This design comes from an exercise in tuning for a short achievable clock period and few clock cycles on the open sky130 flow, not from production work.
The RTL was checked by simulation tests, not by an equivalence proof against the original design.
Power is estimated from default activity; no workload was simulated.

File: flow/config.mk
export PLATFORM = sky130hd
export DESIGN_NAME = CPU
export DESIGN_NICKNAME = CPU
export VERILOG_FILES = /design/flow/design.v
export SDC_FILE = /design/flow/constraint.sdc
export NUM_CORES = 4
export LEC_CHECK = 0
export CAP_MARGIN = 20
export CORE_MARGIN = 2
export CORE_UTILIZATION = 40
export SLEW_MARGIN = 20
File: flow/constraint.sdc
create_clock -name core_clock -period 7.0 [get_ports {clk}]
set_input_delay 1.4000 -clock core_clock [delete_from_list [all_inputs] [get_ports {clk}]]
set_output_delay 1.4000 -clock core_clock [all_outputs]
set_load 0.01 [all_outputs]
File: flow/design.v
`timescale  1ns / 1ps
module ProgramCounter (
         clk,
         reset,
         wen,
         pc_next,
         pc
       );
input clk, reset, wen;
input [31: 0] pc_next;
output reg [31: 0] pc;
always @(posedge clk)
  begin
    if (reset)
      begin
        pc <= 32'h80000000;
      end
    else
      begin
        if (wen)
          pc <= pc_next;
      end
  end
endmodule
`timescale 1ns / 1ps
module Register (
         clk,
         reset,
         wen,
         read_register_1,
         read_register_2,
         write_register,
         din,
         dout1,
         dout2
       );
input clk, reset, wen;
input [4: 0] read_register_1, read_register_2, write_register;
input [31: 0] din;
output [31: 0] dout1, dout2;
reg [31: 0] registers [31: 1];
assign dout1 = (read_register_1 == 5'b0) ? 32'h0 : registers[read_register_1];
assign dout2 = (read_register_2 == 5'b0) ? 32'h0 : registers[read_register_2];
integer i;
always @(posedge clk)
  if (reset)
    begin
      for (i = 1; i < 32; i = i + 1)
        registers[i] <= 32'h00000000;
      registers[29] <= 32'h00002000;
    end
  else if (wen && (write_register != 5'b00000))
    registers[write_register] <= din;
endmodule
`timescale  1ns / 1ps
module Control (
         OpCode,
         Funct,
         ImmSrc,
         PCSrc,
         BranchOp,
         RegDst,
         ALUSrc,
         ALUOp,
         ExtOp,
         RegWrite,
         MemWrite,
         MemRead,
         MemToReg,
         jump_hazard,
         Supervised,
         IRQ,
         Exception,
         Interrupt
       );
input [5: 0] OpCode, Funct;
input IRQ, Supervised;
output ImmSrc, RegWrite, MemWrite, MemRead, ExtOp, jump_hazard;
output [2: 0] PCSrc, ALUSrc, BranchOp;
output [3: 0] ALUOp;
output [1: 0] MemToReg, RegDst;
output reg Exception;
output Interrupt;
wire is_R;
assign is_R = OpCode == 6'h0;
assign Interrupt = ~Supervised && IRQ;
always @( * )
  begin
    if (is_R)
      begin
        case (Funct)
          6'h00:
            Exception <= 0;  
          6'h02:
            Exception <= 0;  
          6'h03:
            Exception <= 0;  
          6'h08:
            Exception <= 0;  
          6'h09:
            Exception <= 0;  
          6'h20:
            Exception <= 0;  
          6'h21:
            Exception <= 0;  
          6'h22:
            Exception <= 0;  
          6'h23:
            Exception <= 0;  
          6'h24:
            Exception <= 0;  
          6'h25:
            Exception <= 0;  
          6'h26:
            Exception <= 0;  
          6'h27:
            Exception <= 0;  
          6'h2A:
            Exception <= 0;  
          6'h2B:
            Exception <= 0;  
          default:
            Exception <= Supervised ? 0 : 1;
        endcase
      end
    else
      begin
        case (OpCode)
          6'h01:
            Exception <= 0;  
          6'h02:
            Exception <= 0;  
          6'h03:
            Exception <= 0;  
          6'h04:
            Exception <= 0;  
          6'h05:
            Exception <= 0;  
          6'h06:
            Exception <= 0;  
          6'h07:
            Exception <= 0;  
          6'h08:
            Exception <= 0;  
          6'h09:
            Exception <= 0;  
          6'h0A:
            Exception <= 0;  
          6'h0B:
            Exception <= 0;  
          6'h0C:
            Exception <= 0;  
          6'h0D:
            Exception <= 0;  
          6'h0E:
            Exception <= 0;  
          6'h0F:
            Exception <= 0;  
          6'h23:
            Exception <= 0;  
          6'h2B :
            Exception <= 0;  
          default:
            Exception <= Supervised ? 0 : 1;
        endcase
      end
  end
assign ImmSrc = ~(OpCode == 6'h0F);
assign ExtOp =
       ~is_R &&
       OpCode != 6'h0C &&
       OpCode != 6'h0D &&
       OpCode != 6'h0E;
assign PCSrc =
       Interrupt ? 3'b011 :
       Exception ? 3'b100 :
       (OpCode == 6'h02 || OpCode == 6'h03) ? 3'b001 :
       (OpCode == 6'h00 && (Funct == 6'h08 || Funct == 6'h09)) ? 3'b010 :
       3'b000;
assign BranchOp =
       ~Interrupt &&
       ~Exception &&
       (OpCode == 6'h1 ||
        OpCode == 6'h4 ||
        OpCode == 6'h5 ||
        OpCode == 6'h6 ||
        OpCode == 6'h7) ?
       OpCode[2 : 0] :
       3'h0;
assign RegWrite =
       Interrupt ||
       Exception ||
       ~(OpCode == 6'h2B ||
         ( | BranchOp) ||
         OpCode == 6'h02 ||
         (OpCode == 6'h00 && Funct == 6'h08));
assign MemRead = (OpCode == 6'h23) && ~(Interrupt || Exception);
assign MemWrite = (OpCode == 6'h2B) && ~(Interrupt || Exception);
assign RegDst =
       (Interrupt || Exception) ? 2'b11 :
       (OpCode == 6'h03 || (OpCode == 6'h00 && Funct == 6'h09)) ? 2'b10 :
       is_R ? 2'b01 :
       2'b00;
assign ALUOp[2: 0] =
       (OpCode == 6'h00) ? 3'b001 :
       (OpCode == 6'h0C) ? 3'b010 :
       (OpCode == 6'h0D) ? 3'b011 :
       (OpCode == 6'h0E) ? 3'b100 :
       (OpCode == 6'h0A || OpCode == 6'h0B) ? 3'b101 :
       3'b000;
assign ALUOp[3] = OpCode[0];
assign ALUSrc[1: 0] =
       (is_R &&
        (Funct == 6'h00 ||
         Funct == 6'h02 ||
         Funct == 6'h03)) ? 2'b01 :
       (OpCode == 6'h0F) ? 2'b10 :
       2'b00;
assign ALUSrc[2] = ~is_R;
assign MemToReg =
       (Interrupt ||
        Exception ||
        (OpCode == 6'h03 ||
         (OpCode == 6'h00 &&
          Funct == 6'h09))) ? 2'b10 :
       (OpCode == 6'h23) ? 2'b01 :
       2'b00;
assign jump_hazard =
       (OpCode == 6'h2) ||
       (OpCode == 6'h3) ||
       (is_R && (Funct == 6'h8 || Funct == 6'h9));
endmodule
`timescale  1ns / 1ps
module ALUControl (
         ALUOp,
         Funct,
         ALUCtrl,
         sign
       );
input [3: 0] ALUOp;
input [5: 0] Funct;
output reg [4: 0] ALUCtrl;
output sign;
parameter alu_AND = 5'b00000;
parameter alu_OR = 5'b00001;
parameter alu_ADD = 5'b00010;
parameter alu_SUB = 5'b00110;
parameter alu_SLT = 5'b00111;
parameter alu_NOR = 5'b01100;
parameter alu_XOR = 5'b01101;
parameter alu_SLL = 5'b10000;
parameter alu_SRL = 5'b10001;
parameter alu_SRA = 5'b10010;
assign sign = (ALUOp[2: 0] == 3'b001) ? ~Funct[0] : ~ALUOp[3];
reg [4: 0] alu_R_Funct;
always @( * )
  begin
    case (Funct)
      6'h00:
        alu_R_Funct <= alu_SLL;
      6'h02:
        alu_R_Funct <= alu_SRL;
      6'h03:
        alu_R_Funct <= alu_SRA;
      6'h20:
        alu_R_Funct <= alu_ADD;
      6'h21:
        alu_R_Funct <= alu_ADD;
      6'h22:
        alu_R_Funct <= alu_SUB;
      6'h23:
        alu_R_Funct <= alu_SUB;
      6'h24:
        alu_R_Funct <= alu_AND;
      6'h25:
        alu_R_Funct <= alu_OR;
      6'h26:
        alu_R_Funct <= alu_XOR;
      6'h27:
        alu_R_Funct <= alu_NOR;
      6'h2A:
        alu_R_Funct <= alu_SLT;
      6'h2B:
        alu_R_Funct <= alu_SLT;
      default:
        alu_R_Funct <= alu_ADD;
    endcase
  end
always @( * )
  begin
    case (ALUOp[2: 0])
      3'b000 :
        ALUCtrl <= alu_ADD;
      3'b001 :
        ALUCtrl <= alu_R_Funct;
      3'b010:
        ALUCtrl <= alu_AND;
      3'b011:
        ALUCtrl <= alu_OR;
      3'b100:
        ALUCtrl <= alu_XOR;
      3'b101:
        ALUCtrl <= alu_SLT;
      default:
        ALUCtrl <= alu_ADD;
    endcase
  end
endmodule
`timescale  1ns / 1ps
module ALU (
         input_1,
         input_2,
         ALUCtrl,
         sign,
         zero,
         result
       );
input [31: 0] input_1, input_2;
input [4: 0] ALUCtrl;
input sign;
output zero;
output reg [31 : 0] result;
assign zero = (result == 0);
wire [1: 0] ss;
assign ss = {input_1[31], input_2[31]};
wire lt_31;
assign lt_31 = (input_1[30: 0] < input_2[30: 0]);
wire lt_signed;
assign lt_signed = (input_1[31] ^ input_2[31]) ?
       ((ss == 2'b01) ? 0 : 1) : lt_31;
always @( * )
  begin
    case (ALUCtrl)
      5'b00000:
        result <= input_1 & input_2;
      5'b00001:
        result <= input_1 | input_2;
      5'b00010:
        result <= input_1 + input_2;
      5'b00110:
        result <= input_1 - input_2;
      5'b00111:
        result <= {31'h00000000, sign ? lt_signed : (input_1 < input_2)};
      5'b01100:
        result <= ~(input_1 | input_2);
      5'b01101:
        result <= input_1 ^ input_2;
      5'b10000:
        result <= (input_2 << input_1[10: 6]);
      5'b10001:
        result <= (input_2 >> input_1[10: 6]);
      5'b10010:
        result <= ({{32{input_2[31]}}, input_2} >> input_1[10: 6]);
      default:
        result <= 32'h00000000;
    endcase
  end
endmodule
`timescale  1ns / 1ps
module Branch (
         input_1,
         input_2,
         BranchOp,
         flag,
         branch_hazard
       );
input [31: 0] input_1, input_2;
input [2: 0] BranchOp;
input [4: 0] flag;
output reg branch_hazard;
always @( * )
  begin
    case (BranchOp)
      3'h4:        
        branch_hazard <= input_1 == input_2;
      3'h7:        
        branch_hazard <= ~input_1[31] && | input_1;
      3'h6:        
        branch_hazard <= input_1[31] || ~| input_1;
      3'h1:        
        branch_hazard <= (flag == 5'b00001) ? ~input_1[31] :
          (flag == 5'b0) ? input_1[31] : 0;
      3'h5:        
        branch_hazard <= ~(input_1 == input_2);
      default:
        branch_hazard <= 0;
    endcase
  end
endmodule
`timescale 1ns / 1ps
module Hazard (
         reset,
         PCSrc,
         branch_hazard,
         jump_hazard,
         ID_EX_MemRead,
         ID_EX_Rt,
         IF_ID_Rs,
         IF_ID_Rt,
         PC_wen,
         IF_Flush,
         IF_wen,
         ID_Flush
       );
input branch_hazard, jump_hazard, ID_EX_MemRead, reset;
input wire [2: 0] PCSrc;
input [4: 0] ID_EX_Rt, IF_ID_Rs, IF_ID_Rt;
output PC_wen, IF_Flush, IF_wen, ID_Flush;
wire load_use_hazard;
assign load_use_hazard =
       reset ? 1'b0 :
       ID_EX_MemRead &&
       (ID_EX_Rt == IF_ID_Rs ||
        ID_EX_Rt == IF_ID_Rt);
assign PC_wen = ~load_use_hazard;
assign IF_wen = ~load_use_hazard;
assign IF_Flush = reset ? 1'b0 : jump_hazard || branch_hazard || PCSrc == 3'b011 || PCSrc == 3'b100;
assign ID_Flush = reset ? 1'b0 : branch_hazard || load_use_hazard;
endmodule
`timescale  1ns / 1ps
module ID_Forward (
         EX_MEM_Rd,
         MEM_WB_Rd,
         EX_MEM_RegWrite,
         MEM_WB_RegWrite,
         IF_ID_Rs,
         IF_ID_Rt,
         ID_Forward_1,
         ID_Forward_2
       );
input EX_MEM_RegWrite, MEM_WB_RegWrite;
input [4: 0] EX_MEM_Rd, MEM_WB_Rd, IF_ID_Rs, IF_ID_Rt;
output [1: 0] ID_Forward_1;
output ID_Forward_2;
assign ID_Forward_1 =
       (EX_MEM_RegWrite &&
        (EX_MEM_Rd != 5'h00) &&
        (EX_MEM_Rd == IF_ID_Rs))
       ? 2'b01
       : (MEM_WB_RegWrite &&
          (MEM_WB_Rd != 5'h00) &&
          (MEM_WB_Rd == IF_ID_Rs))
       ? 2'b10
       : 2'b00;
assign ID_Forward_2 =
       (MEM_WB_RegWrite &&
        (MEM_WB_Rd != 5'h00) &&
        (MEM_WB_Rd == IF_ID_Rt));
endmodule
`timescale  1ns / 1ps
module EX_Forward (
         EX_MEM_Rd,
         MEM_WB_Rd,
         EX_MEM_RegWrite,
         MEM_WB_RegWrite,
         ID_EX_Rs,
         ID_EX_Rt,
         EX_Forward_1,
         EX_Forward_2
       );
input EX_MEM_RegWrite, MEM_WB_RegWrite;
input [4: 0] EX_MEM_Rd, MEM_WB_Rd, ID_EX_Rs, ID_EX_Rt;
output [1: 0] EX_Forward_1, EX_Forward_2;
assign EX_Forward_1 =
       (EX_MEM_RegWrite &&
        (EX_MEM_Rd != 5'h00) &&
        (EX_MEM_Rd == ID_EX_Rs))
       ? 2'b01
       : (MEM_WB_RegWrite &&
          (MEM_WB_Rd != 5'h00) &&
          (MEM_WB_Rd == ID_EX_Rs))
       ? 2'b10
       : 2'b00;
assign EX_Forward_2 =
       (EX_MEM_RegWrite &&
        (EX_MEM_Rd != 5'h00) &&
        (EX_MEM_Rd == ID_EX_Rt))
       ? 2'b01
       : (MEM_WB_RegWrite &&
          (MEM_WB_Rd != 5'h00) &&
          (MEM_WB_Rd == ID_EX_Rt))
       ? 2'b10
       : 2'b00;
endmodule
module IF_ID_Reg (
         clk,
         reset,
         wen,
         Flush,
         IF_Instruction,
         IF_PC_p4,
         Instruction,
         PC_p4
       );
input clk, reset, wen, Flush;
input [31: 0] IF_Instruction, IF_PC_p4;
output reg [31: 0] Instruction, PC_p4;
always @(posedge clk)
  begin
    if (reset)
      begin
        Instruction <= 32'h0;
        PC_p4 <= 32'h0;
      end
    else
      begin
        if (wen)
          begin
            Instruction <= Flush ? 32'h0 : IF_Instruction;
            PC_p4 <= IF_PC_p4;
          end
      end
  end
endmodule
module ID_EX_Reg (
         clk,
         reset,
         Flush,
         ID_PC_p4,
         ID_rs_data,
         ID_rt_data,
         ID_Imm,
         ID_Rs,
         ID_Rt,
         ID_Rd,
         ID_BranchOp,
         ID_ALUSrc,
         ID_ALUOp,
         ID_RegDst,
         ID_MemWrite,
         ID_MemRead,
         ID_MemToReg,
         ID_RegWrite,
         PC_p4,
         rs_data,
         rt_data,
         Imm,
         Rs,
         Rt,
         Rd,
         ALUOp,
         ALUSrc,
         BranchOp,
         RegDst,
         MemToReg,
         MemWrite,
         MemRead,
         RegWrite
       );
input clk, reset, Flush;
input [31: 0] ID_PC_p4, ID_rs_data, ID_rt_data, ID_Imm;
input [4: 0] ID_Rs, ID_Rt, ID_Rd;
input [3: 0] ID_ALUOp;
input [2: 0] ID_ALUSrc, ID_BranchOp;
input [1: 0] ID_RegDst, ID_MemToReg;
input ID_MemWrite, ID_MemRead, ID_RegWrite;
output reg [31: 0] PC_p4, rs_data, rt_data, Imm;
output reg [4: 0] Rs, Rt, Rd;
output reg [3: 0] ALUOp;
output reg [2: 0] ALUSrc, BranchOp;
output reg [1: 0] RegDst, MemToReg;
output reg MemWrite, MemRead, RegWrite;
always @(posedge clk)
  begin
    if (reset)
      begin
        PC_p4 <= 32'h0;
        rs_data <= 32'h0;
        rt_data <= 32'h0;
        Imm <= 32'h0;
        Rs <= 5'h0;
        Rt <= 5'h0;
        Rd <= 5'h0;
        ALUOp <= 4'h0;
        BranchOp <= 3'b0;
        ALUSrc <= 3'b0;
        RegDst <= 2'b0;
        MemToReg <= 2'b0;
        MemWrite <= 1'b0;
        MemRead <= 1'b0;
        RegWrite <= 1'b0;
      end
    else
      begin
        PC_p4 <= ID_PC_p4;
        rs_data <= ID_rs_data;
        rt_data <= ID_rt_data;
        Imm <= ID_Imm;
        Rs <= ID_Rs;
        Rt <= ID_Rt;
        Rd <= ID_Rd;
        ALUOp <= ID_ALUOp;
        BranchOp <= Flush ? 3'b0 : ID_BranchOp;
        ALUSrc <= ID_ALUSrc;
        RegDst <= ID_RegDst;
        MemToReg <= ID_MemToReg;
        MemWrite <= Flush ? 1'b0 : ID_MemWrite;
        MemRead <= Flush ? 1'b0 : ID_MemRead;
        RegWrite <= Flush ? 1'b0 : ID_RegWrite;
      end
  end
endmodule
module EX_MEM_Reg (
         clk,
         reset,
         EX_PC_p4,
         EX_alu_out,
         EX_rt_data,
         EX_Rd,
         EX_MemWrite,
         EX_MemRead,
         EX_MemToReg,
         EX_RegWrite,
         PC_p4,
         alu_out,
         rt_data,
         Rd,
         MemToReg,
         MemWrite,
         MemRead,
         RegWrite
       );
input clk, reset;
input [31: 0] EX_PC_p4, EX_alu_out, EX_rt_data;
input [4: 0] EX_Rd;
input [1: 0] EX_MemToReg;
input EX_MemWrite, EX_MemRead, EX_RegWrite;
output reg [31: 0] PC_p4, alu_out, rt_data;
output reg [4: 0] Rd;
output reg [1: 0] MemToReg;
output reg MemWrite, MemRead, RegWrite;
always @(posedge clk)
  begin
    if (reset)
      begin
        PC_p4 <= 32'h0;
        alu_out <= 32'h0;
        rt_data <= 32'h0;
        Rd <= 5'h0;
        MemToReg <= 2'h0;
        MemWrite <= 1'b0;
        MemRead <= 1'b0;
        RegWrite <= 1'b0;
      end
    else
      begin
        PC_p4 <= EX_PC_p4;
        alu_out <= EX_alu_out;
        rt_data <= EX_rt_data;
        Rd <= EX_Rd;
        MemToReg <= EX_MemToReg;
        MemWrite <= EX_MemWrite;
        MemRead <= EX_MemRead;
        RegWrite <= EX_RegWrite;
      end
  end
endmodule
module MEM_WB_Reg (
         clk,
         reset,
         MEM_write_data,
         MEM_Rd,
         MEM_RegWrite,
         write_data,
         Rd,
         RegWrite
       );
input clk, reset;
input [31: 0] MEM_write_data;
input [4: 0] MEM_Rd;
input MEM_RegWrite;
output reg [31: 0] write_data;
output reg [4: 0] Rd;
output reg RegWrite;
always @(posedge clk)
  begin
    if (reset)
      begin
        write_data <= 32'b0;
        Rd <= 5'b0;
        RegWrite <= 1'b0;
      end
    else
      begin
        write_data <= MEM_write_data;
        Rd <= MEM_Rd;
        RegWrite <= MEM_RegWrite;
      end
  end
endmodule
`timescale  1ns / 1ps
module CPU (
         clk,
         reset,
         imem_addr,
         imem_data,
         dmem_addr,
         dmem_wdata,
         dmem_wen,
         dmem_rdata
       );
input wire clk, reset;
output [8: 0] imem_addr;
input [31: 0] imem_data;
output [31: 0] dmem_addr;
output [31: 0] dmem_wdata;
output dmem_wen;
input [31: 0] dmem_rdata;
wire Supervised, Exception, Interrupt;
wire IF_wen, IF_Flush, ID_Flush;
wire IRQ;
assign IRQ = 1'b0;
wire [31: 0] if_id_Instruction, if_id_PC_p4;
wire [31: 0] id_ex_PC_p4, id_ex_rs_data, id_ex_rt_data, id_ex_Imm;
wire [4: 0] id_ex_Rs, id_ex_Rt, id_ex_Rd;
wire [3: 0] id_ex_ALUOp;
wire [2: 0] id_ex_ALUSrc, id_ex_BranchOp;
wire [1: 0] id_ex_RegDst, id_ex_MemToReg;
wire id_ex_MemWrite, id_ex_MemRead, id_ex_RegWrite;
wire [31: 0] ex_mem_PC_p4, ex_mem_alu_out, ex_mem_rt_data;
wire [4: 0] ex_mem_Rd;
wire [1: 0] ex_mem_MemToReg;
wire ex_mem_MemWrite, ex_mem_MemRead, ex_mem_RegWrite;
wire [31: 0] mem_wb_write_data;
wire [4: 0] mem_wb_Rd;
wire mem_wb_RegWrite;
wire ins_en, ins_wen;
wire [31: 0] branch_target;
wire [31: 0] jump_target;
wire [31: 0] jr_target;
wire branch_hazard;
wire [2: 0] PCSrc;
wire [31: 0] PC, PC_next, PC_p4;
wire PC_wen;
assign PC_p4 = {PC[31], PC[30: 0] + 31'd4};
assign PC_next =
       branch_hazard ? branch_target :
       (PCSrc == 3'b000) ? PC_p4 :
       (PCSrc == 3'b001) ? jump_target :
       (PCSrc == 3'b010) ? jr_target :
       (PCSrc == 3'b011) ? 32'h80000004 :
       (PCSrc == 3'b100) ? 32'h80000008 :
       32'h80000000;
ProgramCounter program_counter(
                 .clk(clk),
                 .reset(reset),
                 .wen(PC_wen),
                 .pc_next(PC_next),
                 .pc(PC)
               );
wire [31: 0] Instruction;
assign imem_addr = PC[10: 2];
assign Instruction = imem_data;
IF_ID_Reg if_id(
            .clk(clk),
            .reset(reset),
            .wen(IF_wen),
            .Flush(IF_Flush),
            .IF_Instruction(Instruction),
            .IF_PC_p4(PC_p4),
            .Instruction(if_id_Instruction),
            .PC_p4(if_id_PC_p4)
          );
assign Supervised = PC[31] || if_id_PC_p4[31];
wire ImmSrc;
wire [2: 0] BranchOp;
wire [1: 0] RegDst;
wire [2: 0] ALUSrc;
wire [3: 0] ALUOp;
wire ExtOp;
wire RegWrite;
wire MemWrite;
wire MemRead;
wire jump_hazard;
wire [1: 0] MemToReg;
Control ctrl(
          .OpCode(if_id_Instruction[31: 26]),
          .Funct(if_id_Instruction[5: 0]),
          .ImmSrc(ImmSrc),
          .PCSrc(PCSrc),
          .BranchOp(BranchOp),
          .RegDst(RegDst),
          .ALUSrc(ALUSrc),
          .ALUOp(ALUOp),
          .ExtOp(ExtOp),
          .RegWrite(RegWrite),
          .MemWrite(MemWrite),
          .MemRead(MemRead),
          .MemToReg(MemToReg),
          .jump_hazard(jump_hazard),
          .Supervised(Supervised),
          .IRQ(IRQ),
          .Exception(Exception),
          .Interrupt(Interrupt)
        );
Hazard hazard(
         .reset(reset),
         .PCSrc(PCSrc),
         .branch_hazard(branch_hazard),
         .jump_hazard(jump_hazard),
         .ID_EX_MemRead(id_ex_MemRead),
         .ID_EX_Rt(id_ex_Rt),
         .IF_ID_Rs(if_id_Instruction[25: 21]),
         .IF_ID_Rt(if_id_Instruction[20: 16]),
         .PC_wen(PC_wen),
         .IF_Flush(IF_Flush),
         .IF_wen(IF_wen),
         .ID_Flush(ID_Flush)
       );
wire [31: 0] rs_data, rt_data;
Register regs(
           .clk(clk),
           .reset(reset),
           .wen(mem_wb_RegWrite),
           .read_register_1(if_id_Instruction[25: 21]),
           .read_register_2(if_id_Instruction[20: 16]),
           .write_register(mem_wb_Rd),
           .din(mem_wb_write_data),
           .dout1(rs_data),
           .dout2(rt_data)
         );
wire [31: 0] Imm;
assign Imm = ImmSrc ?
       (ExtOp ?
        {{17{if_id_Instruction[15]}}, if_id_Instruction[14 : 0]}
        : {16'b0, if_id_Instruction[15 : 0]})
       : {if_id_Instruction[15 : 0], 16'b0};
assign jump_target = {if_id_PC_p4[31: 28], if_id_Instruction[25: 0], 2'b00};
wire [1: 0] id_forward_1;
wire id_forward_2;
ID_Forward ID_Forward_ctrl(
             .EX_MEM_Rd(ex_mem_Rd),
             .MEM_WB_Rd(mem_wb_Rd),
             .EX_MEM_RegWrite(ex_mem_RegWrite),
             .MEM_WB_RegWrite(mem_wb_RegWrite),
             .IF_ID_Rs(if_id_Instruction[25: 21]),
             .IF_ID_Rt(if_id_Instruction[20: 16]),
             .ID_Forward_1(id_forward_1),
             .ID_Forward_2(id_forward_2)
           );
wire [31: 0] rs_data_forward_id, rt_data_forward_id;
assign rs_data_forward_id =
       (id_forward_1 == 2'b00) ? rs_data :
       (id_forward_1 == 2'b01) ? ex_mem_alu_out :
       mem_wb_write_data;
assign rt_data_forward_id = id_forward_2 ? mem_wb_write_data : rt_data;
assign jr_target = rs_data_forward_id;
ID_EX_Reg id_ex(
            .clk(clk),
            .reset(reset),
            .Flush(ID_Flush),
            .ID_PC_p4(if_id_PC_p4),
            .ID_rs_data(rs_data_forward_id),
            .ID_rt_data(rt_data_forward_id),
            .ID_Imm(Imm),
            .ID_Rs(if_id_Instruction[25: 21]),
            .ID_Rt(if_id_Instruction[20: 16]),
            .ID_Rd(if_id_Instruction[15: 11]),
            .ID_BranchOp(BranchOp),
            .ID_ALUSrc(ALUSrc),
            .ID_ALUOp(ALUOp),
            .ID_RegDst(RegDst),
            .ID_MemWrite(MemWrite),
            .ID_MemRead(MemRead),
            .ID_MemToReg(MemToReg),
            .ID_RegWrite(RegWrite),
            .PC_p4(id_ex_PC_p4),
            .rs_data(id_ex_rs_data),
            .rt_data(id_ex_rt_data),
            .Imm(id_ex_Imm),
            .Rs(id_ex_Rs),
            .Rt(id_ex_Rt),
            .Rd(id_ex_Rd),
            .ALUOp(id_ex_ALUOp),
            .ALUSrc(id_ex_ALUSrc),
            .BranchOp(id_ex_BranchOp),
            .RegDst(id_ex_RegDst),
            .MemToReg(id_ex_MemToReg),
            .MemWrite(id_ex_MemWrite),
            .MemRead(id_ex_MemRead),
            .RegWrite(id_ex_RegWrite)
          );
wire [4: 0] ALUCtrl;
wire sign;
ALUControl ALU_ctrl(
             .ALUOp(id_ex_ALUOp),
             .Funct(id_ex_Imm[5: 0]),
             .ALUCtrl(ALUCtrl),
             .sign(sign)
           );
wire [1: 0] ex_forward_1, ex_forward_2;
EX_Forward EX_Forward_ctrl(
             .EX_MEM_Rd(ex_mem_Rd),
             .MEM_WB_Rd(mem_wb_Rd),
             .EX_MEM_RegWrite(ex_mem_RegWrite),
             .MEM_WB_RegWrite(mem_wb_RegWrite),
             .ID_EX_Rs(id_ex_Rs),
             .ID_EX_Rt(id_ex_Rt),
             .EX_Forward_1(ex_forward_1),
             .EX_Forward_2(ex_forward_2)
           );
wire [31: 0] rs_data_forward_ex, rt_data_forward_ex;
assign rs_data_forward_ex =
       (ex_forward_1 == 2'b01) ? ex_mem_alu_out :
       (ex_forward_1 == 2'b10) ? mem_wb_write_data :
       id_ex_rs_data;
assign rt_data_forward_ex =
       (ex_forward_2 == 2'b01) ? ex_mem_alu_out :
       (ex_forward_2 == 2'b10) ? mem_wb_write_data :
       id_ex_rt_data;
wire [31: 0] alu_src1, alu_src2;
assign alu_src1 =
       (id_ex_ALUSrc[1 : 0] == 2'b01) ? id_ex_Imm :
       (id_ex_ALUSrc[1 : 0] == 2'b10) ? 32'h0 :
       rs_data_forward_ex;
assign alu_src2 = id_ex_ALUSrc[2] ? id_ex_Imm : rt_data_forward_ex;
wire [31: 0] alu_out;
wire ZF;
ALU alu(
      .input_1(alu_src1),
      .input_2(alu_src2),
      .ALUCtrl(ALUCtrl),
      .sign(sign),
      .zero(ZF),
      .result(alu_out)
    );
assign branch_target = id_ex_PC_p4 + {id_ex_Imm[29: 0], 2'b00};
Branch branch(
         .input_1(rs_data_forward_ex),
         .input_2(rt_data_forward_ex),
         .BranchOp(id_ex_BranchOp),
         .flag(id_ex_Rt),
         .branch_hazard(branch_hazard)
       );
wire [4: 0] Rd;
assign Rd =
       (id_ex_RegDst == 2'b01) ? id_ex_Rd :
       (id_ex_RegDst == 2'b10) ? 5'd31 :
       (id_ex_RegDst == 2'b11) ? 5'd26 :
       id_ex_Rt;
EX_MEM_Reg ex_mem(
             .clk(clk),
             .reset(reset),
             .EX_PC_p4(id_ex_PC_p4),
             .EX_alu_out(alu_out),
             .EX_rt_data(rt_data_forward_ex),
             .EX_Rd(Rd),
             .EX_MemWrite(id_ex_MemWrite),
             .EX_MemRead(id_ex_MemRead),
             .EX_MemToReg(id_ex_MemToReg),
             .EX_RegWrite(id_ex_RegWrite),
             .PC_p4(ex_mem_PC_p4),
             .alu_out(ex_mem_alu_out),
             .rt_data(ex_mem_rt_data),
             .Rd(ex_mem_Rd),
             .MemToReg(ex_mem_MemToReg),
             .MemWrite(ex_mem_MemWrite),
             .MemRead(ex_mem_MemRead),
             .RegWrite(ex_mem_RegWrite)
           );
wire [31: 0] mem_out;
assign dmem_addr = ex_mem_alu_out;
assign dmem_wdata = ex_mem_rt_data;
assign dmem_wen = ex_mem_MemWrite;
assign mem_out = dmem_rdata;
wire [31: 0] write_data;
assign write_data =
       (ex_mem_MemToReg == 2'b10) ?
       (ex_mem_Rd == 5'd26 ?
        ex_mem_PC_p4 - 32'h4 :
        ex_mem_PC_p4) :
       (ex_mem_MemToReg == 2'b01) ? mem_out :
       ex_mem_alu_out;
MEM_WB_Reg mem_wb(
             .clk(clk),
             .reset(reset),
             .MEM_write_data(write_data),
             .MEM_Rd(ex_mem_Rd),
             .MEM_RegWrite(ex_mem_RegWrite),
             .write_data(mem_wb_write_data),
             .Rd(mem_wb_Rd),
             .RegWrite(mem_wb_RegWrite)
           );
endmodule
File: flow/run.sh
#!/bin/bash
# synth_recipe.tcl (not shown) runs the flow's synth.tcl, then flattens the netlist and writes it again
# the make line also repeats each setting of config.mk as NAME=value (left out here)
make -C /OpenROAD-flow-scripts/flow DESIGN_CONFIG=/design/flow/config.mk WORK_HOME=/design/flow/orfs CLKGATE_MAP_FILE= SYNTH_SCRIPT=/design/flow/synth_recipe.tcl finish
==> impl_metrics.env <==
export IMPL_die_w_um=460
export IMPL_post_drt_wl_per_cell_um=34.8
export IMPL_postSynth_asyncResetShare_pct=0
export IMPL_top_level_ports=140
export IMPL_syn_area_per_cell_um2=12.0
export IMPL_sequential_element_share_of_the_synthesized_area_pct=46.8
export IMPL_globalRouteOverflowTotal=0
export IMPL_start_util_pct=40.2
export IMPL_worst_slew_pin_slew_ns=1.23
export IMPL_post_synth_edffs=1024
export IMPL_cts_sinks=1437
export IMPL_endpoint_kind="flop"
export IMPL_ys_top_cells_by_area="sky130_fd_sc_hd__edfxtp_1 37%, sky130_fd_sc_hd__mux4_2 17%, sky130_fd_sc_hd__dfxtp_1 9.9%"
export IMPL_final_layout_fill_cell_count=18600
export IMPL_arr_time_crit_path_ns=7.30
export IMPL_required_ns=7.70
export IMPL_post_route_cells_drive_above_1_share_pct=20.9
export IMPL_slew_headroom_pct=17.0
export IMPL_cpMaxStageDelayCell="sky130_fd_sc_hd__o311a_1"
export IMPL_maxClockFrequency_ghz=0.152
export IMPL_synth_area_um2=83300
export IMPL_final_cells=9918
export IMPL_route_detailed_vias_per_inst=6.37
export IMPL_ctsRootBufferMaster="sky130_fd_sc_hd__clkbuf_16"
export IMPL_cts_made_buffers=161
export IMPL_yosys_top_cell_area_share_pct=36.9
export IMPL_drt_pass1_iterations=9
export IMPL_layout_area_overhead_vs_synth_pct=14.1
export IMPL_detailedPlacementHpwl_mm=233
export IMPL_pwr_cell_area_nw_per_um2=265
export IMPL_num_nets_final=7201
export IMPL_antenna_found_initial=23
export IMPL_cts_htree_levels=4
export IMPL_totalNegativeSetupSlack_ns=0
export IMPL_post_dp_cell_area_um2=89600
export IMPL_synth_seq_cells=1437
export IMPL_power_frac_comb_pct=25.4
export IMPL_via_count=63200
export IMPL_irDropWorstVdd_mv=0.238
export IMPL_dieArea_um2=212000
export IMPL_cts_max_path_buffers=3
export IMPL_power_share_clock_pct=34.5
export IMPL_fin_hold_ws_ns=0.443
export IMPL_sequential_group_share_of_total_power_pct=40.1
export IMPL_grt_setup_unrepaired="no"
export IMPL_clkLatencyLatePin_ns=0.85
export IMPL_max_cap_violations=0
export IMPL_critPathMostFrequentCell="sky130_fd_sc_hd__buf_4"
export IMPL_type_of_the_most_critical_hold_path="flop to flop"
export IMPL_swShare_pct=33.2
export IMPL_power_switching_mw=8.37
export IMPL_port_buffers=139
export IMPL_finalCriticalPeriod_ns=6.60
export IMPL_synthMostInstantiatedCell="sky130_fd_sc_hd__edfxtp_1"
export IMPL_setup_violations=0
export IMPL_detail_route_iter0_violations=9253
export IMPL_timing_final_max_slew_violations=0
export IMPL_cpLargestDelayFamily="compound AO/OA/AOI/OAI gates"
export IMPL_synthesis_yosys_warnings=10
export IMPL_worstSetupPathType="flop to flop"
export IMPL_fin_area_um2=95100
export IMPL_post_synth_most_frequent_cells="1024 x sky130_fd_sc_hd__edfxtp_1, 1023 x sky130_fd_sc_hd__and2_1, 642 x sky130_fd_sc_hd__mux4_2"
export IMPL_placer_s_final_routability_congestion_estimate=1.04
export IMPL_critical_path_n_buffers_inverters=4
export IMPL_grt_start_max_net_pins=109
export IMPL_timing_critical_path_from_type="flop"
export IMPL_final_antenna_net_count=0
export IMPL_global_route_wire_length_before_repair_mm=477
export IMPL_status="complete, no violations"
export IMPL_report_final_hold_viol_count=0
export IMPL_path_max_fanout=6
export IMPL_synth_cell_types=93
export IMPL_post_route_clock_period_utilization_pct=94.3
export IMPL_cts_reportedPaths_clkPinSlew_ns=0.07
export IMPL_global_route_usage_total_pct=32.0
export IMPL_vertical_extent_of_the_die_um=460
export IMPL_drcViolationCount=0
export IMPL_placed_cells_incl_taps=9611
export IMPL_num_rows=167
export IMPL_postSynth_topFlopCell="sky130_fd_sc_hd__edfxtp_1"
export IMPL_grt_pass1_vias=61500
export IMPL_syn_inst=6923
export IMPL_power_internal_mw=16.8
export IMPL_cp_slowest_stage_delay_ns=0.43
export IMPL_routed_wl_mm=345
export IMPL_finClkSkew_ns=0.0451
export IMPL_synthDominantAreaCellType="sky130_fd_sc_hd__edfxtp_1"
export IMPL_power_leakage_nw=34.2
export IMPL_cts_tree="done"
export IMPL_core_region_area_um2=207000
export IMPL_final_core_utilization_pct=45.9
## through the flow
| stage | setup WS [ns] | power, mW |
|---|---|---|
| 2_1_floorplan | 0.190 | 13.5 |
| 4_1_cts | 0.0198 | 25.0 |
| 6_report | 0.401 | 25.2 |
| 3_3_place_gp | 0.0339 | 16.4 |
| 3_5_place_dp | 0.0234 | 16.4 |
| 5_1_grt | 0.0662 | 25.8 |
## power by group through the flow
stage / clock network (mW) / logic (mW) / registers [mW]
finish: 8.70 / 6.41 / 10.1
global route: 9.10 / 6.61 / 10.1
CTS: 8.77 / 6.20 / 10.1
detailed placement: 0 / 6.18 / 10.3
global placement: 0 / 6.18 / 10.2
floorplan: 0 / 3.54 / 9.93
## worst paths after layout
check                     from                 end  slack, ns  depth (start not counted)
max               mem_wb.Rd[2]  ex_mem.alu_out[31]       0.40                         29
min          id_ex.MemToReg[0]  ex_mem.MemToReg[0]       0.44                          1
max reg2reg       mem_wb.Rd[2]  ex_mem.alu_out[31]       0.40                         29
min reg2reg  id_ex.MemToReg[0]  ex_mem.MemToReg[0]       0.44                          1
## registers in the layout (all words and copies together), names as in the netlist, 3 cells and up, named ones only
register / flops
mem_wb.write_data: 32
id_ex.PC_p4: 32
id_ex.Rt: 5
if_id.PC_p4: 32
ex_mem.alu_out: 32
id_ex.ALUOp: 4
mem_wb.Rd: 5
id_ex.BranchOp: 3
ex_mem.rt_data: 32
program_counter.pc: 32
ALU_ctrl.alu_R_Funct: 5
id_ex.ALUSrc: 3
ex_mem.PC_p4: 32
id_ex.rs_data: 32
id_ex.Rd: 5
if_id.Instruction: 32
id_ex.Rs: 5
id_ex.rt_data: 32
id_ex.Imm: 32
regs.registers: 1024
ex_mem.Rd: 5
## layout make-up
cell class | instances | area (um^2) | share of cell area (%)
diodes | 11 | 27.5 | 0.0290
clock buffers | 204 | 4340 | 4.56
clock inverters | 90 | 953 | 1.00
inverters | 129 | 487 | 0.512
multi-input cells | 4723 | 42000 | 44.2
flip-flops and latches | 1437 | 39100 | 41.1
well taps | 2788 | 3490 | 3.67
repair buffers | 536 | 4730 | 4.98
## kinds of logic after synthesis
group,after synthesis,share of synthesized area (%)
AOI/OAI and AO/OA,1124,9.14
xor gates and xnor gates,161,1.69
adders and majority gates,147,2.24
buffers and inverters,794,3.80
DFF,1437,46.8
muxes,956,21.2
other,1,0.00450
and+or+nand+nor,2303,15.1
## what timing repair did
item | 4_1_cts | 5_1_grt
resized for setup | 0 | 14
setup endpoints to repair | 0 | 2
hold buffers | 0 | 0
buffers inserted | 0 | 0
## layer usage
layer	GRT usage, %	vias to the layer above	wire length (um)
met5	0	-	60
met4	20.1	10	25400
met3	7.57	871	37100
met2	48.8	4057	153000
met1	41.1	32000	129000
li1	-	26300	-
## cells in the final DEF (no fill, tap or decap), types with 114 or more instances in the layout
cell type,Yosys,layout
sky130_fd_sc_hd__edfxtp_1,1024,1024
sky130_fd_sc_hd__and2_1,1023,1023
sky130_fd_sc_hd__mux4_2,642,642
sky130_fd_sc_hd__dfxtp_1,413,398
sky130_fd_sc_hd__buf_4,16,372
sky130_fd_sc_hd__nor2_1,360,328
sky130_fd_sc_hd__nand2_1,321,319
sky130_fd_sc_hd__mux2i_1,264,263
sky130_fd_sc_hd__a21oi_1,239,237
sky130_fd_sc_hd__o21ai_0,215,185
sky130_fd_sc_hd__clkbuf_16,0,166
sky130_fd_sc_hd__ha_1,143,143
sky130_fd_sc_hd__clkdlybuf4s50_1,0,138
sky130_fd_sc_hd__inv_1,124,123
sky130_fd_sc_hd__nand3_1,119,118
sky130_fd_sc_hd__nor3_1,118,114
Testbench counts, summed over its fixed seeds: cycles 74,786.

-- what the ideal ports hide --
The results above use ideal ports. As a check the final layout listed here was re-extracted and re-timed, cells and wires unchanged.
Step 1, drivers: a clkbuf_16 drives clk and a buf_2 each remaining input, both assumed.
Step 2 also shifts input and output timing later by t, the mid clock arrival at the registers, as if the neighbouring blocks saw the same clock.
Three values: no drivers, after step 1, after step 2; two values: the first two.
t (ns): 0.931
setup WS [ns]: 0.401 / 0.401 / 0.401
hold slack, ns: 0.443 / 0.443 / 0.443
worst setup path after step 2: register to register
worst register clock-pin slew, ns: 0.07 / 0.07
After both steps this run still meets setup and hold. For this run, drivers alone change the setup slack by 0.000 ns; drivers and shift together by 0.000 ns.
